This is an optimization exercise on Yosys and OpenROAD, whose aim is small area, a short achievable clock period and few clock cycles per item, not a production implementation. Function was checked by simulation only, so behaviour that the tests miss may differ from the original.

==> module alu_fpu, before the edit <==
module alu_fpu (
  input  logic        i_clk,
  input  logic        i_rst_n,
  input  logic [31:0] i_operand_a,
  input  logic [31:0] i_operand_b,
  input  logic [31:0] i_rs1_f,
  input  logic [31:0] i_rs2_f,
  input  logic [31:0] i_rs3_f,
  input  logic [31:0] instr_ex,
  input  logic [4:0]  i_alu_op,
  output logic        o_done,
  output logic [31:0] o_alu_fpu_data
);
  localparam logic [4:0] OP_FADD = 5'b01010, OP_FSUB = 5'b01011, OP_FMUL = 5'b01100,
                         OP_FDIV = 5'b01101, OP_FMADD = 5'b11110, OP_FMSUB = 5'b11111;
  logic [4:0] op;
  assign op = i_alu_op;
  logic is_div, is_fma, negate;
  assign is_div = (op == OP_FDIV);
  assign is_fma = (op == OP_FMADD) | (op == OP_FMSUB);
  assign negate = (instr_ex[6:3] == 4'b1001);    
  logic [2:0]  cnt;
  logic [8:0]  A;
  logic [23:0] R;
  logic [14:0] Tl;
  logic [23:0] T;
  logic        div_step, div_last;
  assign div_step = (cnt != 3'd0) & (cnt != 3'd7);
  assign div_last = (cnt == 3'd7);
  assign o_done   = div_last;
  always_ff @(posedge i_clk or negedge i_rst_n) begin
    if (!i_rst_n) cnt <= 3'd0;
    else          cnt <= (is_div & ~div_last) ? cnt + 3'd1 : 3'd0;
  end
  logic [23:0] C;
  seed_rom u_rom (
    .x0(A[8]), .x1(A[7]), .x2(A[6]), .x3(A[5]), .x4(A[4]), .x5(A[3]), .x6(A[2]), .x7(A[1]), .x8(A[0]),
    .z00(C[23]), .z01(C[22]), .z02(C[21]), .z03(C[20]), .z04(C[19]), .z05(C[18]), .z06(C[17]), .z07(C[16]),
    .z08(C[15]), .z09(C[14]), .z10(C[13]), .z11(C[12]), .z12(C[11]), .z13(C[10]), .z14(C[9]),  .z15(C[8]),
    .z16(C[7]),  .z17(C[6]),  .z18(C[5]),  .z19(C[4]),  .z20(C[3]),  .z21(C[2]),  .z22(C[1]),  .z23(C[0]));
  logic [23:0] modv, Xd;
  assign modv = {1'b1, i_rs2_f[22:14], ~i_rs2_f[13:5], 5'b00000};
  assign Xd   = {1'b1, i_rs2_f[22:0]};
  logic [7:0]  rexp;
  logic [22:0] rman;
  assign rexp = R[22] ? (8'd253 - i_rs2_f[30:23]) : (8'd254 - i_rs2_f[30:23]);
  assign rman = R[22] ? {R[21:0], 1'b0} : {R[20:0], 2'b00};
  assign T = {(cnt == 3'd3) ? 9'h0FF : 9'h100, Tl};
  logic [31:0] mx, my;
  assign mx = {i_rs1_f[31] ^ negate, i_rs1_f[30:0]};
  assign my = div_last ? {i_rs2_f[31], rexp, rman} : i_rs2_f;
  logic yhid;
  assign yhid = div_last ? (i_rs2_f[30:23] != (R[22] ? 8'd253 : 8'd254)) : (|i_rs2_f[30:23]);
  logic [23:0] ma, mb;
  logic [47:0] prod;
  always_comb begin
    if (div_step) begin
      ma = (cnt == 3'd1) ? C : (cnt[0] ? T : Xd);
      mb = (cnt == 3'd1) ? modv : R;
    end else begin
      ma = {|mx[30:23], mx[22:0]};
      mb = {yhid, my[22:0]};
    end
  end
  mul24 u_mul (.a(ma), .b(mb), .p(prod));
  logic [1:0]  d3;
  logic [25:0] r3;
  assign d3 = ~prod[24:23];
  assign r3 = {2'b00, R} * d3;
  always_ff @(posedge i_clk) begin
    if (cnt == 3'd0) A <= i_rs2_f[22:14];
    if (div_step) begin
      case (cnt)
        3'd1, 3'd3, 3'd5: R <= prod[46:23];
        3'd6:             R <= R + {22'b0, r3[24:23]};
        default:          Tl <= ~prod[37:23];
      endcase
    end
  end
  logic [31:0] mul_res;
  fp_mul_post u_mulp (.x(mx), .y(my), .prod(prod), .out(mul_res));
  logic [31:0] add_x, add_y, add_res;
  logic        add_sub;
  assign add_x   = is_fma ? mul_res : i_rs1_f;
  assign add_y   = is_fma ? i_rs3_f : i_rs2_f;
  assign add_sub = (op == OP_FSUB) | (op == OP_FMSUB);
  fp_add u_add (.x(add_x), .y(add_y), .sub(add_sub), .out(add_res));
  logic [31:0] misc_res;
  int_misc u_misc (.op(op), .a(i_operand_a), .b(i_operand_b), .f1(i_rs1_f), .f2(i_rs2_f), .out(misc_res));
  always_comb begin
    case (op)
      OP_FADD, OP_FSUB, OP_FMADD, OP_FMSUB: o_alu_fpu_data = add_res;
      OP_FMUL, OP_FDIV:                     o_alu_fpu_data = mul_res;
      default:                              o_alu_fpu_data = misc_res;
    endcase
  end
endmodule
clock: 60.0 ns
lec_check: 0
abc_area: 1
cap_margin: 20
core_margin: 2
core_utilization: 40
slew_margin: 20
synth_memory_max_bits: 16384
standard.sh (not shown) runs the stock make flow with config.mk's settings and CLKGATE_MAP_FILE= SYNTH_SCRIPT=/design/flow/synth_recipe.tcl, a recipe that flattens the netlist after the stock synthesis.
==> flow/flow/run.sh <==
#!/bin/bash
# Layout flow: the standard ORFS flow (standard.sh, unchanged synthesis) with three
# layout options changed:
#  - repair_timing aims for 15 ns of setup slack instead of the default, so it also
#    shortens paths that already meet the clock;
#  - the resizer may swap a cell for one of another footprint (MATCH_CELL_FOOTPRINT=0);
#  - ports are buffered with sky130_fd_sc_hd__buf_2 (every port still gets a buffer).
# Each ORFS step keeps its own log under orfs/logs/; make's output goes to flow_make.log.
set -euo pipefail
bash standard.sh SETUP_SLACK_MARGIN=15 MATCH_CELL_FOOTPRINT=0 \
  "BUFFER_PORTS_ARGS=-buffer_cell sky130_fd_sc_hd__buf_2" finish > flow_make.log 2>&1
Testbench counts at the start, summed over its fixed seeds: cycles 30,685, ops 24,000.
Edit:
--- a/flow/design.v
+++ b/flow/design.v
@@ -5246,4 +5246,5 @@
   logic [2:0]  cnt;
   logic [8:0]  A;
+  logic        div_zero;
   logic [23:0] R;
   logic [14:0] Tl;
@@ -5252,8 +5253,9 @@
   assign div_step = (cnt != 3'd0) & (cnt != 3'd7);
   assign div_last = (cnt == 3'd7);
-  assign o_done   = div_last;
+  assign div_zero = (cnt == 3'd0) & (i_rs1_f[30:0] == 31'd0) & (i_rs2_f[30:24] != 7'h7F);
+  assign o_done   = div_last | (is_div & div_zero);
   always_ff @(posedge i_clk or negedge i_rst_n) begin
     if (!i_rst_n) cnt <= 3'd0;
-    else          cnt <= (is_div & ~div_last) ? cnt + 3'd1 : 3'd0;
+    else          cnt <= (is_div & ~div_last & ~div_zero) ? cnt + 3'd1 : 3'd0;
   end
   logic [23:0] C;
Effect: Core utilization hardly moves; critical path depth decreases by 6; flip-flop and latch count stays the same; setup slack improved by 0.17 ns; synthesized cell count came out lower by about 0.6%; wire length decreases by about 4%; maximum frequency climbs by 0.38%; non-clock buffer count fell by 19.
Testbench counts after the change, summed over its fixed seeds: cycles 30,405, ops 24,000.

## separate check: timing with driven ports
In the flow no input, the clock included, has a driving cell. The finished layouts below were timed again as built, in two steps. Step 1 sets driving cells, clkbuf_16 on the clock port and buf_2 on the other inputs (assumed; they add their load-dependent delay and slew). Step 2 adds t to the input delays and takes it off the output delays; t is the mean of the earliest and latest rising clock arrival at the registers after step 1. Input paths then give back, and output paths get back, about the clock's delay inside the block. Slacks: no drivers / after step 1 / after step 2; pairs: no drivers / after step 1.
run | t, ns | setup WS [ns] | worst hold slack (ns) | latest minus earliest clock arrival (ns) | cell pins on the clock port's net
the first run | 0.373 | 15.297 / 15.204 / 15.204 | 0.709 / 0.709 / 0.709 | 0.012 / 0.012 | 1
the second run | 0.389 | 15.465 / 15.423 / 15.423 | 0.707 / 0.707 / 0.707 | 0.008 / 0.008 | 1
After both steps setup and hold are still met in every run listed. For the first run, which loses most, drivers alone change the setup slack by -0.093 ns; drivers and shift together by -0.093 ns.
